This is an optimization exercise on Yosys and OpenROAD, whose aim is small area, a short achievable clock period and few clock cycles per item, not a production implementation. In this exercise RTL edits were held to simulation tests only and were not proved equivalent to the original.

==> design/flow/design.v <==
module mul_csa (
  input  wire [15:0] x,
  input  wire [8:0]  one,
  input  wire [8:0]  two,
  input  wire [7:0]  neg,
  output wire [22:0] a,
  output wire [22:0] b,
  output wire        cl
);
  wire pp0_0 = ((one[0] & x[0])) ^ neg[0];
  wire pp0_1 = ((one[0] & x[1]) | (two[0] & x[0])) ^ neg[0];
  wire pp0_2 = ((one[0] & x[2]) | (two[0] & x[1])) ^ neg[0];
  wire pp0_3 = ((one[0] & x[3]) | (two[0] & x[2])) ^ neg[0];
  wire pp0_4 = ((one[0] & x[4]) | (two[0] & x[3])) ^ neg[0];
  wire pp0_5 = ((one[0] & x[5]) | (two[0] & x[4])) ^ neg[0];
  wire pp0_6 = ((one[0] & x[6]) | (two[0] & x[5])) ^ neg[0];
  wire pp0_7 = ((one[0] & x[7]) | (two[0] & x[6])) ^ neg[0];
  wire pp0_8 = ((one[0] & x[8]) | (two[0] & x[7])) ^ neg[0];
  wire pp0_9 = ((one[0] & x[9]) | (two[0] & x[8])) ^ neg[0];
  wire pp0_10 = ((one[0] & x[10]) | (two[0] & x[9])) ^ neg[0];
  wire pp0_11 = ((one[0] & x[11]) | (two[0] & x[10])) ^ neg[0];
  wire pp0_12 = ((one[0] & x[12]) | (two[0] & x[11])) ^ neg[0];
  wire pp0_13 = ((one[0] & x[13]) | (two[0] & x[12])) ^ neg[0];
  wire pp0_14 = ((one[0] & x[14]) | (two[0] & x[13])) ^ neg[0];
  wire pp0_15 = ((one[0] & x[15]) | (two[0] & x[14])) ^ neg[0];
  wire pp0_16 = ((two[0] & x[15])) ^ neg[0];
  wire ns0 = ~neg[0];
  wire pp1_0 = ((one[1] & x[0])) ^ neg[1];
  wire pp1_1 = ((one[1] & x[1]) | (two[1] & x[0])) ^ neg[1];
  wire pp1_2 = ((one[1] & x[2]) | (two[1] & x[1])) ^ neg[1];
  wire pp1_3 = ((one[1] & x[3]) | (two[1] & x[2])) ^ neg[1];
  wire pp1_4 = ((one[1] & x[4]) | (two[1] & x[3])) ^ neg[1];
  wire pp1_5 = ((one[1] & x[5]) | (two[1] & x[4])) ^ neg[1];
  wire pp1_6 = ((one[1] & x[6]) | (two[1] & x[5])) ^ neg[1];
  wire pp1_7 = ((one[1] & x[7]) | (two[1] & x[6])) ^ neg[1];
  wire pp1_8 = ((one[1] & x[8]) | (two[1] & x[7])) ^ neg[1];
  wire pp1_9 = ((one[1] & x[9]) | (two[1] & x[8])) ^ neg[1];
  wire pp1_10 = ((one[1] & x[10]) | (two[1] & x[9])) ^ neg[1];
  wire pp1_11 = ((one[1] & x[11]) | (two[1] & x[10])) ^ neg[1];
  wire pp1_12 = ((one[1] & x[12]) | (two[1] & x[11])) ^ neg[1];
  wire pp1_13 = ((one[1] & x[13]) | (two[1] & x[12])) ^ neg[1];
  wire pp1_14 = ((one[1] & x[14]) | (two[1] & x[13])) ^ neg[1];
  wire pp1_15 = ((one[1] & x[15]) | (two[1] & x[14])) ^ neg[1];
  wire pp1_16 = ((two[1] & x[15])) ^ neg[1];
  wire ns1 = ~neg[1];
  wire pp2_0 = ((one[2] & x[0])) ^ neg[2];
  wire pp2_1 = ((one[2] & x[1]) | (two[2] & x[0])) ^ neg[2];
  wire pp2_2 = ((one[2] & x[2]) | (two[2] & x[1])) ^ neg[2];
  wire pp2_3 = ((one[2] & x[3]) | (two[2] & x[2])) ^ neg[2];
  wire pp2_4 = ((one[2] & x[4]) | (two[2] & x[3])) ^ neg[2];
  wire pp2_5 = ((one[2] & x[5]) | (two[2] & x[4])) ^ neg[2];
  wire pp2_6 = ((one[2] & x[6]) | (two[2] & x[5])) ^ neg[2];
  wire pp2_7 = ((one[2] & x[7]) | (two[2] & x[6])) ^ neg[2];
  wire pp2_8 = ((one[2] & x[8]) | (two[2] & x[7])) ^ neg[2];
  wire pp2_9 = ((one[2] & x[9]) | (two[2] & x[8])) ^ neg[2];
  wire pp2_10 = ((one[2] & x[10]) | (two[2] & x[9])) ^ neg[2];
  wire pp2_11 = ((one[2] & x[11]) | (two[2] & x[10])) ^ neg[2];
  wire pp2_12 = ((one[2] & x[12]) | (two[2] & x[11])) ^ neg[2];
  wire pp2_13 = ((one[2] & x[13]) | (two[2] & x[12])) ^ neg[2];
  wire pp2_14 = ((one[2] & x[14]) | (two[2] & x[13])) ^ neg[2];
  wire pp2_15 = ((one[2] & x[15]) | (two[2] & x[14])) ^ neg[2];
  wire pp2_16 = ((two[2] & x[15])) ^ neg[2];
  wire ns2 = ~neg[2];
  wire pp3_0 = ((one[3] & x[0])) ^ neg[3];
  wire pp3_1 = ((one[3] & x[1]) | (two[3] & x[0])) ^ neg[3];
  wire pp3_2 = ((one[3] & x[2]) | (two[3] & x[1])) ^ neg[3];
  wire pp3_3 = ((one[3] & x[3]) | (two[3] & x[2])) ^ neg[3];
  wire pp3_4 = ((one[3] & x[4]) | (two[3] & x[3])) ^ neg[3];
  wire pp3_5 = ((one[3] & x[5]) | (two[3] & x[4])) ^ neg[3];
  wire pp3_6 = ((one[3] & x[6]) | (two[3] & x[5])) ^ neg[3];
  wire pp3_7 = ((one[3] & x[7]) | (two[3] & x[6])) ^ neg[3];
  wire pp3_8 = ((one[3] & x[8]) | (two[3] & x[7])) ^ neg[3];
  wire pp3_9 = ((one[3] & x[9]) | (two[3] & x[8])) ^ neg[3];
  wire pp3_10 = ((one[3] & x[10]) | (two[3] & x[9])) ^ neg[3];
  wire pp3_11 = ((one[3] & x[11]) | (two[3] & x[10])) ^ neg[3];
  wire pp3_12 = ((one[3] & x[12]) | (two[3] & x[11])) ^ neg[3];
  wire pp3_13 = ((one[3] & x[13]) | (two[3] & x[12])) ^ neg[3];
  wire pp3_14 = ((one[3] & x[14]) | (two[3] & x[13])) ^ neg[3];
  wire pp3_15 = ((one[3] & x[15]) | (two[3] & x[14])) ^ neg[3];
  wire pp3_16 = ((two[3] & x[15])) ^ neg[3];
  wire ns3 = ~neg[3];
  wire pp4_0 = ((one[4] & x[0])) ^ neg[4];
  wire pp4_1 = ((one[4] & x[1]) | (two[4] & x[0])) ^ neg[4];
  wire pp4_2 = ((one[4] & x[2]) | (two[4] & x[1])) ^ neg[4];
  wire pp4_3 = ((one[4] & x[3]) | (two[4] & x[2])) ^ neg[4];
  wire pp4_4 = ((one[4] & x[4]) | (two[4] & x[3])) ^ neg[4];
  wire pp4_5 = ((one[4] & x[5]) | (two[4] & x[4])) ^ neg[4];
  wire pp4_6 = ((one[4] & x[6]) | (two[4] & x[5])) ^ neg[4];
  wire pp4_7 = ((one[4] & x[7]) | (two[4] & x[6])) ^ neg[4];
  wire pp4_8 = ((one[4] & x[8]) | (two[4] & x[7])) ^ neg[4];
  wire pp4_9 = ((one[4] & x[9]) | (two[4] & x[8])) ^ neg[4];
  wire pp4_10 = ((one[4] & x[10]) | (two[4] & x[9])) ^ neg[4];
  wire pp4_11 = ((one[4] & x[11]) | (two[4] & x[10])) ^ neg[4];
  wire pp4_12 = ((one[4] & x[12]) | (two[4] & x[11])) ^ neg[4];
  wire pp4_13 = ((one[4] & x[13]) | (two[4] & x[12])) ^ neg[4];
  wire pp4_14 = ((one[4] & x[14]) | (two[4] & x[13])) ^ neg[4];
  wire pp4_15 = ((one[4] & x[15]) | (two[4] & x[14])) ^ neg[4];
  wire pp4_16 = ((two[4] & x[15])) ^ neg[4];
  wire ns4 = ~neg[4];
  wire pp5_0 = ((one[5] & x[0])) ^ neg[5];
  wire pp5_1 = ((one[5] & x[1]) | (two[5] & x[0])) ^ neg[5];
  wire pp5_2 = ((one[5] & x[2]) | (two[5] & x[1])) ^ neg[5];
  wire pp5_3 = ((one[5] & x[3]) | (two[5] & x[2])) ^ neg[5];
  wire pp5_4 = ((one[5] & x[4]) | (two[5] & x[3])) ^ neg[5];
  wire pp5_5 = ((one[5] & x[5]) | (two[5] & x[4])) ^ neg[5];
  wire pp5_6 = ((one[5] & x[6]) | (two[5] & x[5])) ^ neg[5];
  wire pp5_7 = ((one[5] & x[7]) | (two[5] & x[6])) ^ neg[5];
  wire pp5_8 = ((one[5] & x[8]) | (two[5] & x[7])) ^ neg[5];
  wire pp5_9 = ((one[5] & x[9]) | (two[5] & x[8])) ^ neg[5];
  wire pp5_10 = ((one[5] & x[10]) | (two[5] & x[9])) ^ neg[5];
  wire pp5_11 = ((one[5] & x[11]) | (two[5] & x[10])) ^ neg[5];
  wire pp5_12 = ((one[5] & x[12]) | (two[5] & x[11])) ^ neg[5];
  wire pp5_13 = ((one[5] & x[13]) | (two[5] & x[12])) ^ neg[5];
  wire pp5_14 = ((one[5] & x[14]) | (two[5] & x[13])) ^ neg[5];
  wire pp5_15 = ((one[5] & x[15]) | (two[5] & x[14])) ^ neg[5];
  wire pp5_16 = ((two[5] & x[15])) ^ neg[5];
  wire ns5 = ~neg[5];
  wire pp6_0 = ((one[6] & x[0])) ^ neg[6];
  wire pp6_1 = ((one[6] & x[1]) | (two[6] & x[0])) ^ neg[6];
  wire pp6_2 = ((one[6] & x[2]) | (two[6] & x[1])) ^ neg[6];
  wire pp6_3 = ((one[6] & x[3]) | (two[6] & x[2])) ^ neg[6];
  wire pp6_4 = ((one[6] & x[4]) | (two[6] & x[3])) ^ neg[6];
  wire pp6_5 = ((one[6] & x[5]) | (two[6] & x[4])) ^ neg[6];
  wire pp6_6 = ((one[6] & x[6]) | (two[6] & x[5])) ^ neg[6];
  wire pp6_7 = ((one[6] & x[7]) | (two[6] & x[6])) ^ neg[6];
  wire pp6_8 = ((one[6] & x[8]) | (two[6] & x[7])) ^ neg[6];
  wire pp6_9 = ((one[6] & x[9]) | (two[6] & x[8])) ^ neg[6];
  wire pp6_10 = ((one[6] & x[10]) | (two[6] & x[9])) ^ neg[6];
  wire pp6_11 = ((one[6] & x[11]) | (two[6] & x[10])) ^ neg[6];
  wire pp6_12 = ((one[6] & x[12]) | (two[6] & x[11])) ^ neg[6];
  wire pp6_13 = ((one[6] & x[13]) | (two[6] & x[12])) ^ neg[6];
  wire pp6_14 = ((one[6] & x[14]) | (two[6] & x[13])) ^ neg[6];
  wire pp6_15 = ((one[6] & x[15]) | (two[6] & x[14])) ^ neg[6];
  wire pp6_16 = ((two[6] & x[15])) ^ neg[6];
  wire ns6 = ~neg[6];
  wire pp7_0 = ((one[7] & x[0])) ^ neg[7];
  wire pp7_1 = ((one[7] & x[1]) | (two[7] & x[0])) ^ neg[7];
  wire pp7_2 = ((one[7] & x[2]) | (two[7] & x[1])) ^ neg[7];
  wire pp7_3 = ((one[7] & x[3]) | (two[7] & x[2])) ^ neg[7];
  wire pp7_4 = ((one[7] & x[4]) | (two[7] & x[3])) ^ neg[7];
  wire pp7_5 = ((one[7] & x[5]) | (two[7] & x[4])) ^ neg[7];
  wire pp7_6 = ((one[7] & x[6]) | (two[7] & x[5])) ^ neg[7];
  wire pp7_7 = ((one[7] & x[7]) | (two[7] & x[6])) ^ neg[7];
  wire pp7_8 = ((one[7] & x[8]) | (two[7] & x[7])) ^ neg[7];
  wire pp7_9 = ((one[7] & x[9]) | (two[7] & x[8])) ^ neg[7];
  wire pp7_10 = ((one[7] & x[10]) | (two[7] & x[9])) ^ neg[7];
  wire pp7_11 = ((one[7] & x[11]) | (two[7] & x[10])) ^ neg[7];
  wire pp7_12 = ((one[7] & x[12]) | (two[7] & x[11])) ^ neg[7];
  wire pp7_13 = ((one[7] & x[13]) | (two[7] & x[12])) ^ neg[7];
  wire pp7_14 = ((one[7] & x[14]) | (two[7] & x[13])) ^ neg[7];
  wire pp7_15 = ((one[7] & x[15]) | (two[7] & x[14])) ^ neg[7];
  wire pp7_16 = ((two[7] & x[15])) ^ neg[7];
  wire ns7 = ~neg[7];
  wire pp8_0 = one[8] & x[0];
  wire pp8_1 = one[8] & x[1];
  wire pp8_2 = one[8] & x[2];
  wire pp8_3 = one[8] & x[3];
  wire pp8_4 = one[8] & x[4];
  wire pp8_5 = one[8] & x[5];
  wire pp8_6 = one[8] & x[6];
  wire pp8_7 = one[8] & x[7];
  wire pp8_8 = one[8] & x[8];
  wire pp8_9 = one[8] & x[9];
  wire pp8_10 = one[8] & x[10];
  wire pp8_11 = one[8] & x[11];
  wire pp8_12 = one[8] & x[12];
  wire pp8_13 = one[8] & x[13];
  wire pp8_14 = one[8] & x[14];
  wire pp8_15 = one[8] & x[15];
  wire s1 = neg[5] ^ pp0_10;
  wire c2 = neg[5] & pp0_10;
  wire s3 = pp0_11 ^ pp1_9;
  wire c4 = pp0_11 & pp1_9;
  wire s5 = neg[6] ^ pp0_12 ^ pp1_10;
  wire c6 = (neg[6] & pp0_12) | (pp1_10 & (neg[6] ^ pp0_12));
  wire s7 = pp2_8 ^ pp3_6;
  wire c8 = pp2_8 & pp3_6;
  wire s9 = pp0_13 ^ pp1_11 ^ pp2_9;
  wire c10 = (pp0_13 & pp1_11) | (pp2_9 & (pp0_13 ^ pp1_11));
  wire s11 = pp3_7 ^ pp4_5;
  wire c12 = pp3_7 & pp4_5;
  wire s13 = neg[7] ^ pp0_14 ^ pp1_12;
  wire c14 = (neg[7] & pp0_14) | (pp1_12 & (neg[7] ^ pp0_14));
  wire s15 = pp2_10 ^ pp3_8 ^ pp4_6;
  wire c16 = (pp2_10 & pp3_8) | (pp4_6 & (pp2_10 ^ pp3_8));
  wire s17 = pp5_4 ^ pp6_2;
  wire c18 = pp5_4 & pp6_2;
  wire s19 = pp0_15 ^ pp1_13 ^ pp2_11;
  wire c20 = (pp0_15 & pp1_13) | (pp2_11 & (pp0_15 ^ pp1_13));
  wire s21 = pp3_9 ^ pp4_7 ^ pp5_5;
  wire c22 = (pp3_9 & pp4_7) | (pp5_5 & (pp3_9 ^ pp4_7));
  wire s23 = pp6_3 ^ pp7_1;
  wire c24 = pp6_3 & pp7_1;
  wire s25 = pp0_16 ^ pp1_14 ^ pp2_12;
  wire c26 = (pp0_16 & pp1_14) | (pp2_12 & (pp0_16 ^ pp1_14));
  wire s27 = pp3_10 ^ pp4_8 ^ pp5_6;
  wire c28 = (pp3_10 & pp4_8) | (pp5_6 & (pp3_10 ^ pp4_8));
  wire s29 = pp6_4 ^ pp7_2 ^ pp8_0;
  wire c30 = (pp6_4 & pp7_2) | (pp8_0 & (pp6_4 ^ pp7_2));
  wire s31 = neg[0] ^ pp1_15 ^ pp2_13;
  wire c32 = (neg[0] & pp1_15) | (pp2_13 & (neg[0] ^ pp1_15));
  wire s33 = pp3_11 ^ pp4_9 ^ pp5_7;
  wire c34 = (pp3_11 & pp4_9) | (pp5_7 & (pp3_11 ^ pp4_9));
  wire s35 = pp6_5 ^ pp7_3 ^ pp8_1;
  wire c36 = (pp6_5 & pp7_3) | (pp8_1 & (pp6_5 ^ pp7_3));
  wire s37 = neg[0] ^ pp1_16 ^ pp2_14;
  wire c38 = (neg[0] & pp1_16) | (pp2_14 & (neg[0] ^ pp1_16));
  wire s39 = pp3_12 ^ pp4_10 ^ pp5_8;
  wire c40 = (pp3_12 & pp4_10) | (pp5_8 & (pp3_12 ^ pp4_10));
  wire s41 = pp6_6 ^ pp7_4 ^ pp8_2;
  wire c42 = (pp6_6 & pp7_4) | (pp8_2 & (pp6_6 ^ pp7_4));
  wire s43 = ns0 ^ ns1 ^ pp2_15;
  wire c44 = (ns0 & ns1) | (pp2_15 & (ns0 ^ ns1));
  wire s45 = pp3_13 ^ pp4_11 ^ pp5_9;
  wire c46 = (pp3_13 & pp4_11) | (pp5_9 & (pp3_13 ^ pp4_11));
  wire s47 = pp6_7 ^ pp7_5 ^ pp8_3;
  wire c48 = (pp6_7 & pp7_5) | (pp8_3 & (pp6_7 ^ pp7_5));
  wire s49 = 1'b1 ^ pp2_16 ^ pp3_14;
  wire c50 = (1'b1 & pp2_16) | (pp3_14 & (1'b1 ^ pp2_16));
  wire s51 = pp4_12 ^ pp5_10 ^ pp6_8;
  wire c52 = (pp4_12 & pp5_10) | (pp6_8 & (pp4_12 ^ pp5_10));
  wire s53 = pp7_6 ^ pp8_4;
  wire c54 = pp7_6 & pp8_4;
  wire s55 = ns2 ^ pp3_15 ^ pp4_13;
  wire c56 = (ns2 & pp3_15) | (pp4_13 & (ns2 ^ pp3_15));
  wire s57 = pp5_11 ^ pp6_9 ^ pp7_7;
  wire c58 = (pp5_11 & pp6_9) | (pp7_7 & (pp5_11 ^ pp6_9));
  wire s59 = 1'b1 ^ pp3_16 ^ pp4_14;
  wire c60 = (1'b1 & pp3_16) | (pp4_14 & (1'b1 ^ pp3_16));
  wire s61 = pp5_12 ^ pp6_10;
  wire c62 = pp5_12 & pp6_10;
  wire s63 = ns3 ^ pp4_15 ^ pp5_13;
  wire c64 = (ns3 & pp4_15) | (pp5_13 & (ns3 ^ pp4_15));
  wire s65 = 1'b1 ^ pp4_16;
  wire c66 = 1'b1 & pp4_16;
  wire s67 = neg[3] ^ pp0_6;
  wire c68 = neg[3] & pp0_6;
  wire s69 = pp0_7 ^ pp1_5;
  wire c70 = pp0_7 & pp1_5;
  wire s71 = neg[4] ^ pp0_8 ^ pp1_6;
  wire c72 = (neg[4] & pp0_8) | (pp1_6 & (neg[4] ^ pp0_8));
  wire s73 = pp2_4 ^ pp3_2;
  wire c74 = pp2_4 & pp3_2;
  wire s75 = pp0_9 ^ pp1_7 ^ pp2_5;
  wire c76 = (pp0_9 & pp1_7) | (pp2_5 & (pp0_9 ^ pp1_7));
  wire s77 = pp3_3 ^ pp4_1;
  wire c78 = pp3_3 & pp4_1;
  wire s79 = pp1_8 ^ pp2_6 ^ pp3_4;
  wire c80 = (pp1_8 & pp2_6) | (pp3_4 & (pp1_8 ^ pp2_6));
  wire s81 = pp4_2 ^ pp5_0 ^ s1;
  wire c82 = (pp4_2 & pp5_0) | (s1 & (pp4_2 ^ pp5_0));
  wire s83 = pp2_7 ^ pp3_5 ^ pp4_3;
  wire c84 = (pp2_7 & pp3_5) | (pp4_3 & (pp2_7 ^ pp3_5));
  wire s85 = pp5_1 ^ c2 ^ s3;
  wire c86 = (pp5_1 & c2) | (s3 & (pp5_1 ^ c2));
  wire s87 = pp4_4 ^ pp5_2 ^ pp6_0;
  wire c88 = (pp4_4 & pp5_2) | (pp6_0 & (pp4_4 ^ pp5_2));
  wire s89 = c4 ^ s5 ^ s7;
  wire c90 = (c4 & s5) | (s7 & (c4 ^ s5));
  wire s91 = pp5_3 ^ pp6_1 ^ c6;
  wire c92 = (pp5_3 & pp6_1) | (c6 & (pp5_3 ^ pp6_1));
  wire s93 = c8 ^ s9 ^ s11;
  wire c94 = (c8 & s9) | (s11 & (c8 ^ s9));
  wire s95 = pp7_0 ^ c10 ^ c12;
  wire c96 = (pp7_0 & c10) | (c12 & (pp7_0 ^ c10));
  wire s97 = s13 ^ s15 ^ s17;
  wire c98 = (s13 & s15) | (s17 & (s13 ^ s15));
  wire s99 = c14 ^ c16 ^ c18;
  wire c100 = (c14 & c16) | (c18 & (c14 ^ c16));
  wire s101 = s19 ^ s21 ^ s23;
  wire c102 = (s19 & s21) | (s23 & (s19 ^ s21));
  wire s103 = c20 ^ c22 ^ c24;
  wire c104 = (c20 & c22) | (c24 & (c20 ^ c22));
  wire s105 = s25 ^ s27 ^ s29;
  wire c106 = (s25 & s27) | (s29 & (s25 ^ s27));
  wire s107 = c26 ^ c28 ^ c30;
  wire c108 = (c26 & c28) | (c30 & (c26 ^ c28));
  wire s109 = s31 ^ s33 ^ s35;
  wire c110 = (s31 & s33) | (s35 & (s31 ^ s33));
  wire s111 = c32 ^ c34 ^ c36;
  wire c112 = (c32 & c34) | (c36 & (c32 ^ c34));
  wire s113 = s37 ^ s39 ^ s41;
  wire c114 = (s37 & s39) | (s41 & (s37 ^ s39));
  wire s115 = c38 ^ c40 ^ c42;
  wire c116 = (c38 & c40) | (c42 & (c38 ^ c40));
  wire s117 = s43 ^ s45 ^ s47;
  wire c118 = (s43 & s45) | (s47 & (s43 ^ s45));
  wire s119 = c44 ^ c46 ^ c48;
  wire c120 = (c44 & c46) | (c48 & (c44 ^ c46));
  wire s121 = s49 ^ s51 ^ s53;
  wire c122 = (s49 & s51) | (s53 & (s49 ^ s51));
  wire s123 = pp8_5 ^ c50 ^ c52;
  wire c124 = (pp8_5 & c50) | (c52 & (pp8_5 ^ c50));
  wire s125 = c54 ^ s55 ^ s57;
  wire c126 = (c54 & s55) | (s57 & (c54 ^ s55));
  wire s127 = pp7_8 ^ pp8_6 ^ c56;
  wire c128 = (pp7_8 & pp8_6) | (c56 & (pp7_8 ^ pp8_6));
  wire s129 = c58 ^ s59 ^ s61;
  wire c130 = (c58 & s59) | (s61 & (c58 ^ s59));
  wire s131 = pp6_11 ^ pp7_9 ^ pp8_7;
  wire c132 = (pp6_11 & pp7_9) | (pp8_7 & (pp6_11 ^ pp7_9));
  wire s133 = c60 ^ c62 ^ s63;
  wire c134 = (c60 & c62) | (s63 & (c60 ^ c62));
  wire s135 = pp5_14 ^ pp6_12 ^ pp7_10;
  wire c136 = (pp5_14 & pp6_12) | (pp7_10 & (pp5_14 ^ pp6_12));
  wire s137 = pp8_8 ^ c64 ^ s65;
  wire c138 = (pp8_8 & c64) | (s65 & (pp8_8 ^ c64));
  wire s139 = ns4 ^ pp5_15 ^ pp6_13;
  wire c140 = (ns4 & pp5_15) | (pp6_13 & (ns4 ^ pp5_15));
  wire s141 = pp7_11 ^ pp8_9 ^ c66;
  wire c142 = (pp7_11 & pp8_9) | (c66 & (pp7_11 ^ pp8_9));
  wire s143 = 1'b1 ^ pp5_16 ^ pp6_14;
  wire c144 = (1'b1 & pp5_16) | (pp6_14 & (1'b1 ^ pp5_16));
  wire s145 = pp7_12 ^ pp8_10;
  wire c146 = pp7_12 & pp8_10;
  wire s147 = ns5 ^ pp6_15 ^ pp7_13;
  wire c148 = (ns5 & pp6_15) | (pp7_13 & (ns5 ^ pp6_15));
  wire s149 = 1'b1 ^ pp6_16;
  wire c150 = 1'b1 & pp6_16;
  wire s151 = neg[2] ^ pp0_4;
  wire c152 = neg[2] & pp0_4;
  wire s153 = pp0_5 ^ pp1_3;
  wire c154 = pp0_5 & pp1_3;
  wire s155 = pp1_4 ^ pp2_2 ^ pp3_0;
  wire c156 = (pp1_4 & pp2_2) | (pp3_0 & (pp1_4 ^ pp2_2));
  wire s157 = pp2_3 ^ pp3_1 ^ c68;
  wire c158 = (pp2_3 & pp3_1) | (c68 & (pp2_3 ^ pp3_1));
  wire s159 = pp4_0 ^ c70 ^ s71;
  wire c160 = (pp4_0 & c70) | (s71 & (pp4_0 ^ c70));
  wire s161 = c72 ^ c74 ^ s75;
  wire c162 = (c72 & c74) | (s75 & (c72 ^ c74));
  wire s163 = c76 ^ c78 ^ s79;
  wire c164 = (c76 & c78) | (s79 & (c76 ^ c78));
  wire s165 = c80 ^ s83 ^ c82;
  wire c166 = (c80 & s83) | (c82 & (c80 ^ s83));
  wire s167 = c84 ^ s87 ^ c86;
  wire c168 = (c84 & s87) | (c86 & (c84 ^ s87));
  wire s169 = c88 ^ c90 ^ s91;
  wire c170 = (c88 & c90) | (s91 & (c88 ^ c90));
  wire s171 = c92 ^ c94 ^ s95;
  wire c172 = (c92 & c94) | (s95 & (c92 ^ c94));
  wire s173 = c96 ^ c98 ^ s99;
  wire c174 = (c96 & c98) | (s99 & (c96 ^ c98));
  wire s175 = c100 ^ c102 ^ s103;
  wire c176 = (c100 & c102) | (s103 & (c100 ^ c102));
  wire s177 = c104 ^ c106 ^ s107;
  wire c178 = (c104 & c106) | (s107 & (c104 ^ c106));
  wire s179 = c108 ^ c110 ^ s111;
  wire c180 = (c108 & c110) | (s111 & (c108 ^ c110));
  wire s181 = c112 ^ c114 ^ s115;
  wire c182 = (c112 & c114) | (s115 & (c112 ^ c114));
  wire s183 = c116 ^ c118 ^ s119;
  wire c184 = (c116 & c118) | (s119 & (c116 ^ c118));
  wire s185 = c120 ^ c122 ^ s123;
  wire c186 = (c120 & c122) | (s123 & (c120 ^ c122));
  wire s187 = c124 ^ c126 ^ s127;
  wire c188 = (c124 & c126) | (s127 & (c124 ^ c126));
  wire s189 = s131 ^ c128 ^ c130;
  wire c190 = (s131 & c128) | (c130 & (s131 ^ c128));
  wire s191 = c132 ^ s135 ^ c134;
  wire c192 = (c132 & s135) | (c134 & (c132 ^ s135));
  wire s193 = c136 ^ s139 ^ c138;
  wire c194 = (c136 & s139) | (c138 & (c136 ^ s139));
  wire s195 = c140 ^ s143 ^ s145;
  wire c196 = (c140 & s143) | (s145 & (c140 ^ s143));
  wire s197 = pp8_11 ^ c144 ^ c146;
  wire c198 = (pp8_11 & c144) | (c146 & (pp8_11 ^ c144));
  wire s199 = pp7_14 ^ pp8_12 ^ c148;
  wire c200 = (pp7_14 & pp8_12) | (c148 & (pp7_14 ^ pp8_12));
  wire s201 = ns6 ^ pp7_15 ^ pp8_13;
  wire c202 = (ns6 & pp7_15) | (pp8_13 & (ns6 ^ pp7_15));
  wire s203 = 1'b1 ^ pp7_16;
  wire c204 = 1'b1 & pp7_16;
  wire s205 = neg[1] ^ pp0_2;
  wire c206 = neg[1] & pp0_2;
  wire s207 = pp0_3 ^ pp1_1;
  wire c208 = pp0_3 & pp1_1;
  wire s209 = pp1_2 ^ pp2_0 ^ s151;
  wire c210 = (pp1_2 & pp2_0) | (s151 & (pp1_2 ^ pp2_0));
  wire s211 = pp2_1 ^ c152 ^ s153;
  wire c212 = (pp2_1 & c152) | (s153 & (pp2_1 ^ c152));
  wire s213 = s67 ^ c154 ^ s155;
  wire c214 = (s67 & c154) | (s155 & (s67 ^ c154));
  wire s215 = s69 ^ c156 ^ s157;
  wire c216 = (s69 & c156) | (s157 & (s69 ^ c156));
  wire s217 = s73 ^ c158 ^ s159;
  wire c218 = (s73 & c158) | (s159 & (s73 ^ c158));
  wire s219 = s77 ^ c160 ^ s161;
  wire c220 = (s77 & c160) | (s161 & (s77 ^ c160));
  wire s221 = s81 ^ c162 ^ s163;
  wire c222 = (s81 & c162) | (s163 & (s81 ^ c162));
  wire s223 = s85 ^ c164 ^ s165;
  wire c224 = (s85 & c164) | (s165 & (s85 ^ c164));
  wire s225 = s89 ^ c166 ^ s167;
  wire c226 = (s89 & c166) | (s167 & (s89 ^ c166));
  wire s227 = s93 ^ c168 ^ s169;
  wire c228 = (s93 & c168) | (s169 & (s93 ^ c168));
  wire s229 = s97 ^ c170 ^ s171;
  wire c230 = (s97 & c170) | (s171 & (s97 ^ c170));
  wire s231 = s101 ^ c172 ^ s173;
  wire c232 = (s101 & c172) | (s173 & (s101 ^ c172));
  wire s233 = s105 ^ c174 ^ s175;
  wire c234 = (s105 & c174) | (s175 & (s105 ^ c174));
  wire s235 = s109 ^ c176 ^ s177;
  wire c236 = (s109 & c176) | (s177 & (s109 ^ c176));
  wire s237 = s113 ^ c178 ^ s179;
  wire c238 = (s113 & c178) | (s179 & (s113 ^ c178));
  wire s239 = s117 ^ c180 ^ s181;
  wire c240 = (s117 & c180) | (s181 & (s117 ^ c180));
  wire s241 = s121 ^ c182 ^ s183;
  wire c242 = (s121 & c182) | (s183 & (s121 ^ c182));
  wire s243 = s125 ^ c184 ^ s185;
  wire c244 = (s125 & c184) | (s185 & (s125 ^ c184));
  wire s245 = s129 ^ c186 ^ s187;
  wire c246 = (s129 & c186) | (s187 & (s129 ^ c186));
  wire s247 = s133 ^ c188 ^ s189;
  wire c248 = (s133 & c188) | (s189 & (s133 ^ c188));
  wire s249 = s137 ^ c190 ^ s191;
  wire c250 = (s137 & c190) | (s191 & (s137 ^ c190));
  wire s251 = s141 ^ c192 ^ s193;
  wire c252 = (s141 & c192) | (s193 & (s141 ^ c192));
  wire s253 = c142 ^ s195 ^ c194;
  wire c254 = (c142 & s195) | (c194 & (c142 ^ s195));
  wire s255 = s147 ^ c196 ^ s197;
  wire c256 = (s147 & c196) | (s197 & (s147 ^ c196));
  wire s257 = s149 ^ c198 ^ s199;
  wire c258 = (s149 & c198) | (s199 & (s149 ^ c198));
  wire s259 = c150 ^ s201 ^ c200;
  wire c260 = (c150 & s201) | (c200 & (c150 ^ s201));
  wire s261 = pp8_14 ^ c202 ^ s203;
  wire c262 = (pp8_14 & c202) | (s203 & (pp8_14 ^ c202));
  wire [7:0] la = {c214, c212, c210, c208, c206, pp1_0, pp0_1, neg[0]};
  wire [7:0] lb = {s215, s213, s211, s209, s207, s205, 1'b0, pp0_0};
  wire [8:0] ls = {1'b0, la} + {1'b0, lb};
  assign cl = ls[8];
  assign a[0] = c216;
  assign b[0] = s217;
  assign a[1] = c218;
  assign b[1] = s219;
  assign a[2] = c220;
  assign b[2] = s221;
  assign a[3] = c222;
  assign b[3] = s223;
  assign a[4] = c224;
  assign b[4] = s225;
  assign a[5] = c226;
  assign b[5] = s227;
  assign a[6] = c228;
  assign b[6] = s229;
  assign a[7] = c230;
  assign b[7] = s231;
  assign a[8] = c232;
  assign b[8] = s233;
  assign a[9] = c234;
  assign b[9] = s235;
  assign a[10] = c236;
  assign b[10] = s237;
  assign a[11] = c238;
  assign b[11] = s239;
  assign a[12] = c240;
  assign b[12] = s241;
  assign a[13] = c242;
  assign b[13] = s243;
  assign a[14] = c244;
  assign b[14] = s245;
  assign a[15] = c246;
  assign b[15] = s247;
  assign a[16] = c248;
  assign b[16] = s249;
  assign a[17] = c250;
  assign b[17] = s251;
  assign a[18] = c252;
  assign b[18] = s253;
  assign a[19] = c254;
  assign b[19] = s255;
  assign a[20] = c256;
  assign b[20] = s257;
  assign a[21] = c258;
  assign b[21] = s259;
  assign a[22] = c260;
  assign b[22] = s261;
endmodule
module booth_enc (
    input  wire [15:0] c,
    output wire [8:0]  one,
    output wire [8:0]  two,
    output wire [7:0]  neg
);
    wire [18:0] ce = {2'b00, c, 1'b0};
    genvar j;
    generate
        for (j = 0; j < 9; j = j + 1) begin : g
            wire b2 = ce[2*j+2];
            wire b1 = ce[2*j+1];
            wire b0 = ce[2*j];
            assign one[j] = b1 ^ b0;
            assign two[j] = (b2 & ~b1 & ~b0) | (~b2 & b1 & b0);
            if (j < 8) begin : gn
                assign neg[j] = b2;
            end
        end
    endgenerate
endmodule
module prefix16 (
    input  wire [15:0] g,
    input  wire [15:0] p,
    output wire        G,
    output wire        P
);
    wire [7:0] ga, pa;
    wire [3:0] gb, pb;
    wire [1:0] gc, pc;
    genvar i;
    generate
        for (i = 0; i < 8; i = i + 1) begin : l1
            assign ga[i] = g[2*i+1] | (p[2*i+1] & g[2*i]);
            assign pa[i] = p[2*i+1] & p[2*i];
        end
        for (i = 0; i < 4; i = i + 1) begin : l2
            assign gb[i] = ga[2*i+1] | (pa[2*i+1] & ga[2*i]);
            assign pb[i] = pa[2*i+1] & pa[2*i];
        end
        for (i = 0; i < 2; i = i + 1) begin : l3
            assign gc[i] = gb[2*i+1] | (pb[2*i+1] & gb[2*i]);
            assign pc[i] = pb[2*i+1] & pb[2*i];
        end
    endgenerate
    assign G = gc[1] | (pc[1] & gc[0]);
    assign P = pc[1] & pc[0];
endmodule
module ahb_lite_fir_filter (
    input  wire        clk,
    input  wire        n_rst,
    input  wire        hsel,
    input  wire [3:0]  haddr,
    input  wire        hsize,
    input  wire [1:0]  htrans,
    input  wire        hwrite,
    input  wire [15:0] hwdata,
    output reg  [15:0] hrdata,
    output reg         hresp
);
    wire xfer = hsel & (htrans != 2'b00);
    always @(*) begin
        hresp = 1'b0;
        if (xfer) begin
            if (hwrite) hresp = (haddr[3:2] == 2'b00) | (haddr == 4'd15);
            else        hresp = (haddr == 4'd15);
        end
    end
    wire wr_ok    = xfer & hwrite & (haddr[3:2] != 2'b00) & (haddr != 4'd15);
    wire s_wr_nx  = wr_ok & (haddr[3:1] == 3'd2);
    reg        wv;           
    reg        hw_lo;        
    reg        hw_hi;
    reg [3:0]  wa;
    reg        ws;
    reg [3:0]  ra;           
    reg        rs;
    always @(posedge clk, negedge n_rst) begin
        if (!n_rst) begin
            wv <= 1'b0; hw_lo <= 1'b0; hw_hi <= 1'b0;
        end else begin
            wv    <= wr_ok;
            hw_lo <= s_wr_nx & (hsize | ~haddr[0]);
            hw_hi <= s_wr_nx & (hsize | haddr[0]);
        end
    end
    always @(posedge clk) begin
        wa <= haddr;
        ws <= hsize;
        ra <= haddr;
        rs <= hsize;
    end
    wire w_lo  = ws | ~wa[0];
    wire w_hi  = ws | wa[0];
    wire s_wr  = hw_lo | hw_hi;                        
    wire ld    = wv & (wa == 4'd14) & hwdata[0];       
    wire [3:0] f_wr;
    assign f_wr[0] = wv & (wa[3:1] == 3'd3);
    assign f_wr[1] = wv & (wa[3:1] == 3'd4);
    assign f_wr[2] = wv & (wa[3:1] == 3'd5);
    assign f_wr[3] = wv & (wa[3:1] == 3'd6);
    reg [15:0] F0, F1, F2, F3;       
    reg [15:0] C0, C1, C2, C3;       
    reg [15:0] S, H1, H2;            
    reg [15:0] result;               
    reg        rneg;                 
    reg        err;
    reg [1:0] zf0, zf1, zf2, zf3;    
    reg [1:0] zc0, zc1, zc2, zc3;    
    reg       zs, zh1, zh2, zr;      
    always @(posedge clk, negedge n_rst) begin
        if (!n_rst) begin
            zf0 <= 2'b11; zf1 <= 2'b11; zf2 <= 2'b11; zf3 <= 2'b11;
            zc0 <= 2'b11; zc1 <= 2'b11; zc2 <= 2'b11; zc3 <= 2'b11;
        end else begin
            if (f_wr[0] & w_lo) zf0[0] <= 1'b0;
            if (f_wr[0] & w_hi) zf0[1] <= 1'b0;
            if (f_wr[1] & w_lo) zf1[0] <= 1'b0;
            if (f_wr[1] & w_hi) zf1[1] <= 1'b0;
            if (f_wr[2] & w_lo) zf2[0] <= 1'b0;
            if (f_wr[2] & w_hi) zf2[1] <= 1'b0;
            if (f_wr[3] & w_lo) zf3[0] <= 1'b0;
            if (f_wr[3] & w_hi) zf3[1] <= 1'b0;
            if (ld) begin
                zc0 <= zf0; zc1 <= zf1; zc2 <= zf2; zc3 <= zf3;
            end
        end
    end
    always @(posedge clk) begin
        begin
            if (f_wr[0] & w_lo) F0[7:0]  <= hwdata[7:0];
            if (f_wr[0] & w_hi) F0[15:8] <= hwdata[15:8];
            if (f_wr[1] & w_lo) F1[7:0]  <= hwdata[7:0];
            if (f_wr[1] & w_hi) F1[15:8] <= hwdata[15:8];
            if (f_wr[2] & w_lo) F2[7:0]  <= hwdata[7:0];
            if (f_wr[2] & w_hi) F2[15:8] <= hwdata[15:8];
            if (f_wr[3] & w_lo) F3[7:0]  <= hwdata[7:0];
            if (f_wr[3] & w_hi) F3[15:8] <= hwdata[15:8];
        end
    end
    always @(posedge clk) begin
        if (ld) begin
            C0 <= F0; C1 <= F1; C2 <= F2; C3 <= F3;
        end
    end
    wire [15:0] F0v = {zf0[1] ? 8'd0 : F0[15:8], zf0[0] ? 8'd0 : F0[7:0]};
    wire [15:0] F1v = {zf1[1] ? 8'd0 : F1[15:8], zf1[0] ? 8'd0 : F1[7:0]};
    wire [15:0] F2v = {zf2[1] ? 8'd0 : F2[15:8], zf2[0] ? 8'd0 : F2[7:0]};
    wire [15:0] F3v = {zf3[1] ? 8'd0 : F3[15:8], zf3[0] ? 8'd0 : F3[7:0]};
    wire [15:0] C3v = {zc3[1] ? 8'd0 : C3[15:8], zc3[0] ? 8'd0 : C3[7:0]};
    localparam J_IDLE = 3'd0, J_L3 = 3'd1, J_L2 = 3'd2, J_W2 = 3'd3, J_T1 = 3'd4;
    localparam T_NONE = 3'd0, T_P0 = 3'd5, T_L3 = 3'd1, T_L2 = 3'd2, T_W2 = 3'd3, T_T1 = 3'd4;
    reg        pend;         
    reg        acc_ok;       
    reg [2:0]  jq;           
    reg        shifted;      
    reg        msh;          
    reg [1:0]  mbk;          
    reg [2:0]  tag;          
    reg [2:0]  mop;          
    reg        sx_s, sx_h1, sx_h2;           
    reg        sc0, sc1, sc2, sc3;           
    reg [17:0] ACC;          
    wire complete_now = pend & acc_ok & (tag == T_P0);
    wire step = (mop != T_P0);
    wire gs  = sx_s  & ~zs;
    wire gh1 = sx_h1 & ~zh1;
    wire gh2 = sx_h2 & ~zh2;
    wire [15:0] xo = ({16{gs}} & S) | ({16{gh1}} & H1) | ({16{gh2}} & H2);
    wire [7:0] ca_lo = ({8{sc0 & ~zc0[0]}} & C0[7:0]) | ({8{sc1 & ~zc1[0]}} & C1[7:0])
                     | ({8{sc2 & ~zc2[0]}} & C2[7:0]) | ({8{sc3 & ~zc3[0]}} & C3[7:0]);
    wire [7:0] ca_hi = ({8{sc0 & ~zc0[1]}} & C0[15:8]) | ({8{sc1 & ~zc1[1]}} & C1[15:8])
                     | ({8{sc2 & ~zc2[1]}} & C2[15:8]) | ({8{sc3 & ~zc3[1]}} & C3[15:8]);
    wire [15:0] ca = {ca_hi, ca_lo};
    wire [15:0] xa = {hw_hi ? hwdata[15:8] : xo[15:8], hw_lo ? hwdata[7:0] : xo[7:0]};
    wire [8:0] a_one, a_two;
    wire [7:0] a_neg;
    booth_enc ENCA (.c(ca), .one(a_one), .two(a_two), .neg(a_neg));
    wire [22:0] ma_a, ma_b;
    wire        ma_c;
    mul_csa MA (.x(xa), .one(a_one), .two(a_two), .neg(a_neg), .a(ma_a), .b(ma_b), .cl(ma_c));
    reg [22:0] pa, pb;
    reg        pcl;
    always @(posedge clk) begin
        pa  <= ma_a;
        pb  <= ma_b;
        pcl <= ma_c;
    end
    wire [24:0] U2  = {1'b0, pa, 1'b1} + {1'b0, pb, pcl};
    wire [23:0] U   = U2[24:1];
    wire [15:0] T   = U[22:7];
    wire [7:0]  lo2 = {1'b0, pa[6:0]} + {1'b0, pb[6:0]} + {7'd0, pcl};
    wire        cin = lo2[7];
    wire [15:0] ph  = pa[22:7];
    wire [15:0] qh  = pb[22:7];
    wire [15:0] nk  = ~ACC[15:0];
    wire [15:0] sv  = ph ^ qh ^ nk;
    wire [15:0] cm  = (ph & qh) | (ph & nk) | (qh & nk);
    wire [15:0] g1 = ph & qh;
    wire [15:0] p1 = ph | qh;
    wire [15:0] g2 = sv & {cm[14:0], 1'b0};
    wire [15:0] p2 = sv | {cm[14:0], 1'b0};
    wire gw, pw, gr, pr;
    prefix16 PW (.g(g1), .p(p1), .G(gw), .P(pw));
    prefix16 PR (.g(g2), .p(p2), .G(gr), .P(pr));
    wire w    = gw | (pw & cin);
    wire c16  = gr | (pr & cin);
    wire ovf3 = ~ACC[17] & ACC[16];
    wire err4 = ACC[17] & (w ? (cm[15] & c16) : (cm[15] | c16));
    wire err_n = ovf3 | err4;
    wire        a_sub = (tag == T_P0) | (tag == T_L2) | (tag == T_W2);
    wire [17:0] a_op  = (tag == T_W2) ? {2'b00, M3} : (tag == T_L3) ? 18'd0 : ACC;
    wire [18:0] a_s2  = {a_op, 1'b1} + {{2'b00, T} ^ {18{a_sub}}, a_sub};
    wire [17:0] a_sum = a_s2[18:1];
    wire        mb_act = (mbk != 2'd3);
    wire [15:0] xm = ({16{~msh & ~zh1}} & H1) | ({16{msh & ~zh2}} & H2);
    reg  [2:0]  mneg, mone, mtwo;    
    wire [16:0] mg0 = ({17{mone[0]}} & {1'b0, xm}) | ({17{mtwo[0]}} & {xm, 1'b0});
    wire [16:0] mg1 = ({17{mone[1]}} & {1'b0, xm}) | ({17{mtwo[1]}} & {xm, 1'b0});
    wire [16:0] mg2 = ({17{mone[2]}} & {1'b0, xm}) | ({17{mtwo[2]}} & {xm, 1'b0});
    reg         mbp;                 
    reg  [21:0] mbacc;
    wire [15:0] M3 = mbacc[15:0];
    wire [26:0] r0 = {{8{mneg[0]}}, mg0 ^ {17{mneg[0]}}, 1'b0, (mbk != 2'd0) & mbp};
    wire [26:0] r1 = {{6{mneg[1]}}, mg1 ^ {17{mneg[1]}}, 1'b0, mneg[0], 2'b00};
    wire [26:0] r2 = {{4{mneg[2]}}, mg2 ^ {17{mneg[2]}}, 1'b0, mneg[1], 4'b0000};
    wire [26:0] r3 = (mbk == 2'd0) ? 27'd0 : {{6{mbacc[21]}}, mbacc[21:1]};
    wire [26:0] k1s = r0 ^ r1 ^ r2;
    wire [26:0] k1c = {((r0 & r1) | (r0 & r2) | (r1 & r2)), 1'b0};
    wire [26:0] k2s = k1s ^ k1c ^ r3;
    wire [26:0] k2c = {((k1s & k1c) | (k1s & r3) | (k1c & r3)), 1'b0};
    wire [26:0] mbsum = k2s + k2c;
    always @(posedge clk) begin
        if (mb_act) begin
            mbacc <= mbsum[26:5];
            mbp   <= mneg[2];
        end
        if (tag == T_L3 || tag == T_L2 || tag == T_W2 || tag == T_T1) ACC <= a_sum;
    end
    reg [2:0] jq_n;
    always @(*) begin
        if (ld)        jq_n = J_L3;
        else if (step) jq_n = (mop == T_L3) ? J_L2 : (mop == T_T1) ? J_IDLE : J_T1;
        else           jq_n = complete_now ? J_W2 : jq;
    end
    wire [2:0] tag_n    = ld ? T_NONE : mop;
    wire       pend_n   = s_wr | (pend & ~complete_now);
    wire       acc_ok_n = ~ld & ~complete_now & (acc_ok | (tag == T_T1));
    wire       shift_n  = ~ld & ~complete_now & (shifted | s_wr);
    wire [1:0] mbk_n    = (ld | complete_now) ? 2'd0 : (mbk == 2'd3) ? 2'd3 : mbk + 2'd1;
    wire       cpl_nx = pend_n & acc_ok_n & (tag_n == T_P0);
    wire [2:0] jq_nx  = cpl_nx ? J_W2 : jq_n;
    wire       sh_nx  = shift_n & ~cpl_nx;
    reg  [2:0] mop_n;
    always @(*) begin
        if (s_wr_nx) mop_n = T_P0;
        else case (jq_nx)
            J_L3:    mop_n = T_L3;
            J_L2:    mop_n = T_L2;
            J_W2:    mop_n = T_W2;
            J_T1:    mop_n = T_T1;
            default: mop_n = T_P0;
        endcase
    end
    wire [15:0] c3_n = ld ? F3v : C3v;
    wire [18:0] c3e  = {2'b00, c3_n, 1'b0};
    reg  [6:0]  cw;
    always @(*) begin
        case (mbk_n)
            2'd0:    cw = c3e[6:0];
            2'd1:    cw = c3e[12:6];
            default: cw = c3e[18:12];
        endcase
    end
    reg [2:0] mneg_n, mone_n, mtwo_n;
    integer q;
    always @(*) begin
        for (q = 0; q < 3; q = q + 1) begin
            mone_n[q] = cw[2*q+1] ^ cw[2*q];
            mtwo_n[q] = (cw[2*q+2] & ~cw[2*q+1] & ~cw[2*q]) | (~cw[2*q+2] & cw[2*q+1] & cw[2*q]);
            mneg_n[q] = cw[2*q+2];
        end
    end
    always @(posedge clk, negedge n_rst) begin
        if (!n_rst) begin
            mone <= 3'd0; mtwo <= 3'd0; mneg <= 3'd0;
        end else begin
            mone <= mone_n; mtwo <= mtwo_n; mneg <= mneg_n;
        end
    end
    always @(posedge clk, negedge n_rst) begin
        if (!n_rst) begin
            zs <= 1'b1; zh1 <= 1'b1; zh2 <= 1'b1; zr <= 1'b1;
            err <= 1'b0;
            pend <= 1'b0; acc_ok <= 1'b0;
            jq <= J_L3; shifted <= 1'b0; msh <= 1'b0; mbk <= 2'd0; tag <= T_NONE;
            mop <= T_L3;
            sx_s <= 1'b0; sx_h1 <= 1'b0; sx_h2 <= 1'b1;
            sc0 <= 1'b0; sc1 <= 1'b0; sc2 <= 1'b0; sc3 <= 1'b1;
        end else begin
            if (s_wr) begin
                zs  <= 1'b0;
                zh1 <= zs;
                zh2 <= zh1;
            end
            if (complete_now) begin
                err <= err_n;
                zr  <= 1'b0;
            end
            if (ld) err <= 1'b0;
            pend    <= pend_n;
            acc_ok  <= acc_ok_n;
            jq      <= jq_n;
            shifted <= shift_n;
            msh     <= ~ld & ~complete_now & (msh | s_wr);
            mbk     <= mbk_n;
            tag     <= tag_n;
            mop     <= mop_n;
            sx_s    <= (mop_n == T_P0) | ((mop_n == T_T1) & ~sh_nx);
            sx_h1   <= ((mop_n == T_T1) & sh_nx) | (((mop_n == T_L2) | (mop_n == T_W2)) & ~sh_nx);
            sx_h2   <= (mop_n == T_L3) | (((mop_n == T_L2) | (mop_n == T_W2)) & sh_nx);
            sc0     <= (mop_n == T_P0);
            sc1     <= (mop_n == T_T1);
            sc2     <= (mop_n == T_L2) | (mop_n == T_W2);
            sc3     <= (mop_n == T_L3);
        end
    end
    always @(posedge clk) begin
        if (s_wr) begin
            S  <= xa;
            H1 <= S;
            H2 <= H1;
        end
        if (complete_now) begin
            result <= a_sum[15:0];
            rneg   <= a_sum[17];
        end
    end
    wire busy_o = pend & ~complete_now;
    wire err_o  = complete_now ? err_n : err;
    wire [15:0] rmag = rneg ? (~result + 16'd1) : result;
    reg [15:0] rv;
    always @(*) begin
        case (ra[3:1])
            3'd0:    rv = {7'd0, err_o, 7'd0, busy_o};
            3'd1:    rv = zr ? 16'd0 : rmag;
            3'd2:    rv = zs ? 16'd0 : S;
            3'd3:    rv = F0v;
            3'd4:    rv = F1v;
            3'd5:    rv = F2v;
            3'd6:    rv = F3v;
            default: rv = 16'd0;
        endcase
        hrdata[15:8] = (rs | ra[0])  ? rv[15:8] : 8'd0;
        hrdata[7:0]  = (rs | ~ra[0]) ? rv[7:0]  : 8'd0;
    end
endmodule
==> design/flow/flow/run.sh <==
#!/bin/bash
bash standard.sh SETUP_SLACK_MARGIN=5.5 finish > standard.log 2>&1
==> design/flow/standard.sh <==
#!/bin/bash
# synth_recipe.tcl (not shown) runs the flow's synth.tcl, then flattens the netlist and writes it again
# the make line also repeats each setting of config.mk as NAME=value (left out here)
make -C /OpenROAD-flow-scripts/flow DESIGN_CONFIG=/design/flow/config.mk WORK_HOME=/design/flow/orfs CLKGATE_MAP_FILE= SYNTH_SCRIPT=/design/flow/synth_recipe.tcl "${@:-finish}"
==> design/flow/config.mk <==
export PLATFORM = sky130hd
export DESIGN_NAME = ahb_lite_fir_filter
export DESIGN_NICKNAME = ahb_lite_fir_filter
export VERILOG_FILES = /design/flow/design.v
export SDC_FILE = /design/flow/constraint.sdc
export NUM_CORES = 4
export LEC_CHECK = 0
export ABC_AREA = 1
export CAP_MARGIN = 20
export CORE_MARGIN = 2
export CORE_UTILIZATION = 40
export SETUP_SLACK_MARGIN = 5
export SLEW_MARGIN = 20
==> design/flow/constraint.sdc <==
create_clock -name core_clock -period 11.0 [get_ports {clk}]
set_input_delay 2.2000 -clock core_clock [delete_from_list [all_inputs] [get_ports {clk}]]
set_output_delay 2.2000 -clock core_clock [all_outputs]
set_load 0.01 [all_outputs]
==> results of run 1 <==
sequential cells by signal, summed over array words and instances (netlist names), 18 cells and up:
register / count
pb: 23
mbacc: 22
pa: 23
ACC: 18
cell usage in the layout, fill, tap and decap left out, types with 24 or more instances in the layout:
cell,synthesis,layout
clkbuf_16,0,41
xnor2_1,33,33
clkdlybuf4s50_1,0,36
inv_1,498,492
o22ai_2,29,28
a21oi_1,101,99
dfxtp_1,52,52
nand3_1,111,110
dfrtp_1,31,31
xor2_1,215,215
nor3_1,32,30
ha_1,110,110
dfstp_2,24,24
edfxtp_1,234,234
fa_1,162,162
buf_4,10,41
o21ai_0,101,95
nand2_1,373,371
nor2_1,177,174
o22ai_1,187,186
worst register-to-register path, stage by stage (launching register included):
cell	delay, ps
dfstp_2	370
inv_1	380
nand2_1	340
o21ai_0	580
inv_1	260
o22ai_1	250
xor2_1	110
fa_1	510
inv_1	50
fa_1	470
inv_1	40
ha_1	360
nand2_1	140
nor2_1	100
o21ai_0	90
nand2_1	70
a21oi_1	60
o21ai_0	470
a21oi_1	200
xnor2_1	170
stage by stage:
| step | setup slack (ps) | hold WS, ps | std cells | utilization |
|---|---|---|---|---|
| finish | 5590 | 441 | 3663 | 0.450 |
| global route | 5310 | 458 | 3663 | 0.450 |
| CTS | 5480 | 446 | 3650 | 0.447 |
| detailed placement | 4780 | 433 | 3574 | 0.423 |
| global placement | 4910 | 430 | 3574 | 0.423 |
| floorplan | 5790 | 426 | 2736 | - |
cell type report:
class                           count  area [um^2]  area share
Clock buffer                       54         1110      0.0396
Clock inverter                     22          333      0.0118
Inverter                          521         1980      0.0703
Multi-Input combinational cell   1794        13500       0.478
Sequential cell                   341         9470       0.336
Tap cell                          846         1060      0.0376
Timing Repair Buffer               85          759      0.0270
timing repair:
action,in CTS,in global routing
hold buffers,0,0
setup endpoints to repair,26,33
buffers inserted,0,12
pin swaps,0,8
gates resized for setup,23,21
cloned,0,0
cells by family (layout without fill, tap and decap cells):
kind of cell / after synthesis / after routing / share of synthesized area
simple gates: 752 / 752 / 0.127
buf+inv: 601 / 682 / 0.0942
fa+ha+maj: 272 / 272 / 0.183
compound gates: 522 / 522 / 0.133
flops: 341 / 341 / 0.376
xor+xnor: 248 / 248 / 0.0862
worst max-delay path by stage:
stage               cells past startpoint       from          to  slack (ps)
finish                                 11  result[1]  hrdata[14]        5590
global route                           13  hwdata[0]         pcl        5310
CTS                                    11  hwdata[6]      pb[14]        5480
detailed placement                     11  hwdata[7]      pb[14]        4780
global placement                       11  hwdata[7]      pb[14]        4910
floorplan                              11  hwdata[8]       pb[6]        5790
layer usage:
layer	GRT usage	vias up
met2	0.369	823
li1	-	9171
met1	0.327	9656
met4	0.0660	0
met3	0.0347	126
met5	0	-
==> impl_metrics.xml, run 1 <==
<?xml version="1.0" encoding="UTF-8"?>
<metrics>
  <group name="final_layout">
    <metric name="final_nets" unit="">3083</metric>
    <metric name="nFillCells" unit="">6004</metric>
    <metric name="layout-drive-gt1-share" unit="">0.0845</metric>
    <metric name="final_cell_area" unit="um^2">28200</metric>
    <metric name="antenna_cells" unit="">0</metric>
    <metric name="area_growth" unit="%">11.8</metric>
  </group>
  <group name="placement">
    <metric name="hpwl" unit="mm">56.5</metric>
    <metric name="numPortBuffers" unit="">43</metric>
    <metric name="gp_congestion" unit="">0.909</metric>
    <metric name="placement.cell_area" unit="um^2">26500</metric>
  </group>
  <group name="setup_path">
    <metric name="criticalPathCategory" unit="">reg -&gt; out</metric>
    <metric name="critical_path.cell_chain" unit="">inv_1, ha_1, inv_1, nor3_4, nand3_1, o21ai_2, nand2_1, o21ai_0, nand3_1, a41oi_1, clkdlybuf4s50_1</metric>
    <metric name="crit_fanout" unit="">4</metric>
    <metric name="critical-path-max-stage-delay" unit="ps">600</metric>
    <metric name="critical_path_buf_inv_count" unit="">3</metric>
    <metric name="cp-end-kind" unit="">output pin</metric>
    <metric name="worst_ep_required_time" unit="ps">8800</metric>
    <metric name="crit_family" unit="">buffers and inverters</metric>
    <metric name="setup.reg_to_reg.worst_slack" unit="ps">5740</metric>
    <metric name="crit_slowest_cell" unit="">clkdlybuf4s50_1</metric>
    <metric name="crit_start_category" unit="">flip-flop</metric>
    <metric name="reg2reg_depth" unit="">19</metric>
    <metric name="reg2reg_to" unit="">mbacc[14]</metric>
    <metric name="critPathArrivalTime" unit="ps">3210</metric>
    <metric name="r2r_start" unit="">zh1</metric>
  </group>
  <group name="floorplan">
    <metric name="rows" unit="">92</metric>
    <metric name="die-width" unit="um">255</metric>
    <metric name="die_h" unit="um">255</metric>
    <metric name="io-pin-count" unit="">44</metric>
    <metric name="dieArea" unit="um^2">65000</metric>
    <metric name="start_util" unit="">0.402</metric>
    <metric name="core_area" unit="um^2">62600</metric>
  </group>
  <group name="clocking">
    <metric name="clock-sinks" unit="">341</metric>
    <metric name="clock_tree.root_cell" unit="">clkbuf_16</metric>
    <metric name="cts_inserted_buffers" unit="">41</metric>
    <metric name="tritoncts" unit="">yes</metric>
    <metric name="worst_skew_pair.late_latency" unit="ps">600</metric>
    <metric name="clk_path_buf_depth" unit="">3</metric>
    <metric name="worst_setup_hold_path_clk_slew" unit="ps">60</metric>
    <metric name="cts_max_level" unit="">2</metric>
  </group>
  <group name="timing">
    <metric name="clock_skew" unit="ps">37.4</metric>
    <metric name="slew_headroom" unit="">0.290</metric>
    <metric name="period_share" unit="">0.492</metric>
    <metric name="timing_limited_maximum_frequency" unit="GHz">0.185</metric>
    <metric name="grt_setup_unrepaired" unit="">yes</metric>
    <metric name="worst_slew_pin_slew" unit="ps">1060</metric>
    <metric name="slew_violations" unit="">0</metric>
    <metric name="finalSetupViolCount" unit="">0</metric>
    <metric name="setup_tns_final" unit="ps">0</metric>
    <metric name="final.min_clock_period" unit="ps">5410</metric>
    <metric name="final-hold-violation-count" unit="">0</metric>
  </group>
  <group name="synth">
    <metric name="ys_seq_area_frac" unit="">0.376</metric>
    <metric name="synth.cell_area" unit="um^2">25200</metric>
    <metric name="synthMostInstantiatedCell" unit="">inv_1</metric>
    <metric name="number_of_synthesized_flops_with_an_enable_pin" unit="">234</metric>
    <metric name="synth-main-ff-cell" unit="">edfxtp_1</metric>
    <metric name="synth.lib_cells_used.distinct" unit="">61</metric>
    <metric name="syn_area_per_cell" unit="um^2">9.21</metric>
    <metric name="ys.warnings.count" unit="">1</metric>
    <metric name="netlist_instances" unit="">2736</metric>
    <metric name="synth_common_cells" unit="">inv_1 (498), nand2_1 (373), edfxtp_1 (234)</metric>
    <metric name="synth_largest_area_cell" unit="">edfxtp_1</metric>
    <metric name="syn-num-nets" unit="">3035</metric>
    <metric name="synthArstFlopShare" unit="">0.161</metric>
    <metric name="ys_seq_elements" unit="">341</metric>
    <metric name="synth.top_cell.area_share" unit="">0.279</metric>
    <metric name="synth.top_cells.by_area" unit="">edfxtp_1 (28%), fa_1 (13%), xor2_1 (7.5%)</metric>
  </group>
  <group name="detailed_routing">
    <metric name="route.detailed.drc" unit="">0</metric>
    <metric name="top_routing_layer_in_use" unit="">met4</metric>
    <metric name="first_pass_iteration_count_of_the_detailed_router" unit="">5</metric>
    <metric name="avgViaCountPerCell" unit="">5.40</metric>
    <metric name="routed_wirelength" unit="mm">74.5</metric>
    <metric name="routedWlPerCell" unit="um">20.3</metric>
    <metric name="ant_nets" unit="">0</metric>
    <metric name="wl_met1" unit="mm">33.0</metric>
    <metric name="vias" unit="">19800</metric>
    <metric name="drt_iter0_drc" unit="">1946</metric>
    <metric name="met3_wirelength" unit="mm">5.70</metric>
    <metric name="met2WireLength" unit="mm">33.9</metric>
  </group>
  <group name="flow_run">
    <metric name="max_cap_viol_count" unit="">0</metric>
  </group>
  <group name="worst_hold_path">
    <metric name="timing.hold.worst_path_depth" unit="">0</metric>
    <metric name="hold_path.class" unit="">reg -&gt; reg</metric>
    <metric name="worst_hold_path.endpoint" unit="">C0[1]</metric>
    <metric name="min_from" unit="">F0[1]</metric>
  </group>
  <group name="grt">
    <metric name="grt_pass1_wl" unit="mm">115</metric>
    <metric name="pin_count_of_the_biggest_net_entering_global_routing" unit="">78</metric>
    <metric name="grt_antenna_before_repair" unit="">0</metric>
    <metric name="gr-usage-all-layers" unit="">0.231</metric>
    <metric name="overflow" unit="">0</metric>
    <metric name="grt_pass1_vias" unit="">19400</metric>
  </group>
  <group name="outcome">
    <metric name="run_status" unit="">finished clean</metric>
  </group>
</metrics>
Testbench counts, summed over its fixed seeds: cycles 4,880, samples 1,600.
==> inputs of run 2 (changes only) <==
==> design/flow/flow/run.sh (replaced) <==
#!/bin/bash
bash standard.sh SETUP_SLACK_MARGIN=5.9 finish > standard.log 2>&1
==> impl_metrics.xml, run 2 <==
<?xml version="1.0" encoding="UTF-8"?>
<metrics>
  <group name="setup_path">
    <metric name="crit_slowest_cell" unit="">edfxtp_1</metric>
    <metric name="reg2reg_depth" unit="">18</metric>
    <metric name="cp-end-kind" unit="">output pin</metric>
    <metric name="critical_path.cell_chain" unit="">inv_1, ha_1, inv_1, nor3_4, nand3_1, o21ai_2, nand2_1, nor2_1, inv_1, a21oi_1, o21ai_2, a31oi_1, dlygate4sd2_1</metric>
    <metric name="crit_family" unit="">compound AO/OA/AOI/OAI gates</metric>
    <metric name="worst_ep_required_time" unit="ps">8800</metric>
    <metric name="critical_path_cell_count" unit="">13</metric>
    <metric name="crit_start_category" unit="">flip-flop</metric>
    <metric name="critical_path_buf_inv_count" unit="">4</metric>
    <metric name="critPathArrivalTime" unit="ps">2890</metric>
    <metric name="critical-path-max-stage-delay" unit="ps">420</metric>
    <metric name="crit_fanout" unit="">4</metric>
  </group>
  <group name="timing">
    <metric name="slew_violations" unit="">0</metric>
    <metric name="final.min_clock_period" unit="ps">5090</metric>
    <metric name="period_share" unit="">0.463</metric>
    <metric name="clock_skew" unit="ps">74.6</metric>
    <metric name="slew_headroom" unit="">0.311</metric>
    <metric name="finalSetupViolCount" unit="">0</metric>
    <metric name="setup_tns_final" unit="ps">0</metric>
    <metric name="final-hold-violation-count" unit="">0</metric>
    <metric name="worst_slew_pin_slew" unit="ps">1030</metric>
    <metric name="grt_setup_unrepaired" unit="">yes</metric>
  </group>
  <group name="synth">
    <metric name="synthArstFlopShare" unit="">0.161</metric>
    <metric name="ys_seq_area_frac" unit="">0.376</metric>
    <metric name="syn_area_per_cell" unit="um^2">9.21</metric>
    <metric name="ys.warnings.count" unit="">1</metric>
    <metric name="synth.lib_cells_used.distinct" unit="">61</metric>
    <metric name="syn-num-nets" unit="">3035</metric>
    <metric name="synth.top_cells.by_area" unit="">edfxtp_1 (28%), fa_1 (13%), xor2_1 (7.5%)</metric>
    <metric name="number_of_synthesized_flops_with_an_enable_pin" unit="">234</metric>
    <metric name="synth-main-ff-cell" unit="">edfxtp_1</metric>
    <metric name="synthMostInstantiatedCell" unit="">inv_1</metric>
    <metric name="ys_seq_elements" unit="">341</metric>
    <metric name="synth_common_cells" unit="">inv_1 (498), nand2_1 (373), edfxtp_1 (234)</metric>
  </group>
  <group name="worst_hold_path">
    <metric name="hold_path.class" unit="">reg -&gt; reg</metric>
  </group>
  <group name="grt">
    <metric name="overflow" unit="">0</metric>
    <metric name="grt_antenna_before_repair" unit="">0</metric>
    <metric name="pin_count_of_the_biggest_net_entering_global_routing" unit="">78</metric>
    <metric name="grt_pass1_wl" unit="mm">116</metric>
    <metric name="grt_pass1_vias" unit="">19900</metric>
    <metric name="gr-usage-all-layers" unit="">0.234</metric>
  </group>
  <group name="outcome">
    <metric name="run_status" unit="">finished clean</metric>
  </group>
  <group name="final_layout">
    <metric name="reg.largest.list" unit="">pa: 23 flops, pb: 23 flops, mbacc: 22 flops</metric>
    <metric name="area_growth" unit="%">14.6</metric>
    <metric name="final_nets" unit="">3124</metric>
    <metric name="layout-drive-gt1-share" unit="">0.120</metric>
    <metric name="antenna_cells" unit="">0</metric>
    <metric name="final_cell_area" unit="um^2">28900</metric>
    <metric name="final_common_cell" unit="">inv_1</metric>
  </group>
  <group name="floorplan">
    <metric name="die_h" unit="um">255</metric>
    <metric name="core_area" unit="um^2">62600</metric>
    <metric name="die-width" unit="um">255</metric>
    <metric name="start_util" unit="">0.402</metric>
  </group>
  <group name="placement">
    <metric name="hpwl" unit="mm">56.6</metric>
    <metric name="gp_congestion" unit="">0.903</metric>
    <metric name="placement.cell_area" unit="um^2">26500</metric>
  </group>
  <group name="flow_run">
    <metric name="max_cap_viol_count" unit="">0</metric>
  </group>
  <group name="detailed_routing">
    <metric name="vias" unit="">19900</metric>
    <metric name="route.detailed.drc" unit="">0</metric>
    <metric name="routedWlPerCell" unit="um">20.4</metric>
    <metric name="avgViaCountPerCell" unit="">5.36</metric>
    <metric name="first_pass_iteration_count_of_the_detailed_router" unit="">7</metric>
    <metric name="routed_wirelength" unit="mm">75.5</metric>
  </group>
  <group name="clocking">
    <metric name="cts_inserted_buffers" unit="">40</metric>
    <metric name="clock_tree.root_cell" unit="">clkbuf_16</metric>
    <metric name="worst_skew_pair.late_latency" unit="ps">600</metric>
    <metric name="cts_max_level" unit="">2</metric>
    <metric name="tritoncts" unit="">yes</metric>
    <metric name="worst_setup_hold_path_clk_slew" unit="ps">60</metric>
  </group>
</metrics>
run 2: worst register-to-register path, cell delays in order, from the launching register on:
cell	delay (ps)
dfstp_2	530
inv_1	150
nand2_1	100
nor2_1	50
nor2_1	110
o21a_2	510
inv_4	210
nand2_1	170
nor2_1	90
nor2_4	470
o22ai_1	160
xor2_1	190
fa_1	550
inv_1	50
fa_1	370
inv_1	90
fa_1	420
inv_1	90
fa_1	420
run 2: cell families after synthesis:
| kind of cell | count (synthesis) | share of synthesized area |
|---|---|---|
| adder cells (fa/ha/maj) | 272 | 0.183 |
| AO/OA/AOI/OAI | 522 | 0.133 |
| XOR/XNOR | 248 | 0.0862 |
| flip-flops | 341 | 0.376 |
| AND/OR/NAND/NOR | 752 | 0.127 |
| buffers and inverters | 601 | 0.0942 |
run 2: timing repair:
action,4_1_cts,5_1_grt
setup buffers,35,15
hold buffers,0,0
endpoints found under the setup margin,58,49
resized for setup,90,100
pin swaps,15,28
run 2: stage by stage:
stage           util  hold WS (ps)  instances  worst slack [ps]
2_1_floorplan      -           426       2736              5910
3_3_place_gp   0.424           430       3578              4780
3_5_place_dp   0.424           433       3578              4800
4_1_cts        0.455           448       3687              5640
5_1_grt        0.461           455       3703              5770
6_report       0.461           446       3703              5910
run 2: layout make-up:
type	instances	area (um^2)
timing repair buffer	127	1230
clock buffer	43	1030
tap	846	1060
inverter	521	1990
sequential	341	9480
multi-input combinational	1794	13700
clock inverter	31	365
fill	5979	33700
run 2: path summary, 6_finish.rpt:
check,start,end,slack [ps]
worst max-delay path,result[0],hrdata[12],5910
worst min-delay path,F1[6],C1[6],450
worst max register to register,zc1[0],pb[16],6070
worst min register to register,F1[6],C1[6],450
max in group asynchronous,n_rst,mtwo[0],8710
min in group asynchronous,n_rst,sc2,1760
run 2: routing by layer:
metal,vias to the layer above,part of all wire,wire [um],global-route usage
li1,9265,-,-,-
met1,9698,0.44,33300,0.327
met2,767,0.46,34900,0.380
met3,125,0.072,5440,0.0320
met4,0,0.024,1840,0.0673
met5,-,0,0,0

[static timing again, ports no longer ideal]
How much do the figures lean on ideal ports? The routed layouts below were timed once more, with nothing changed but the port constraints.
Step 1 assumes that a clkbuf_16 drives the clock port and a buf_2 every other input.
Step 2 times the ports against the registers' clock, not the clock port: input delays grow and output delays shrink by t, the midpoint of the rising clock arrivals with the driver on.
Slacks: ideal / step 1 / step 2; pairs: ideal / step 1.
| run | t (ns) | slack for setup (ns) | worst setup path at the end | worst register clock-pin slew, ns | pins driven straight from the clock port |
|---|---|---|---|---|---|
| run 1 | 0.644 | 5.588 / 5.528 / 4.990 | input to register | 0.07 / 0.07 | 1 |
| run 2 | 0.625 | 5.909 / 5.849 / 5.405 | input to register | 0.07 / 0.07 | 1 |
After both steps setup and hold are still met in every run listed. The setup slack of run 1, which loses most, moves by -0.060 ns with the drivers and by -0.598 ns with both steps.
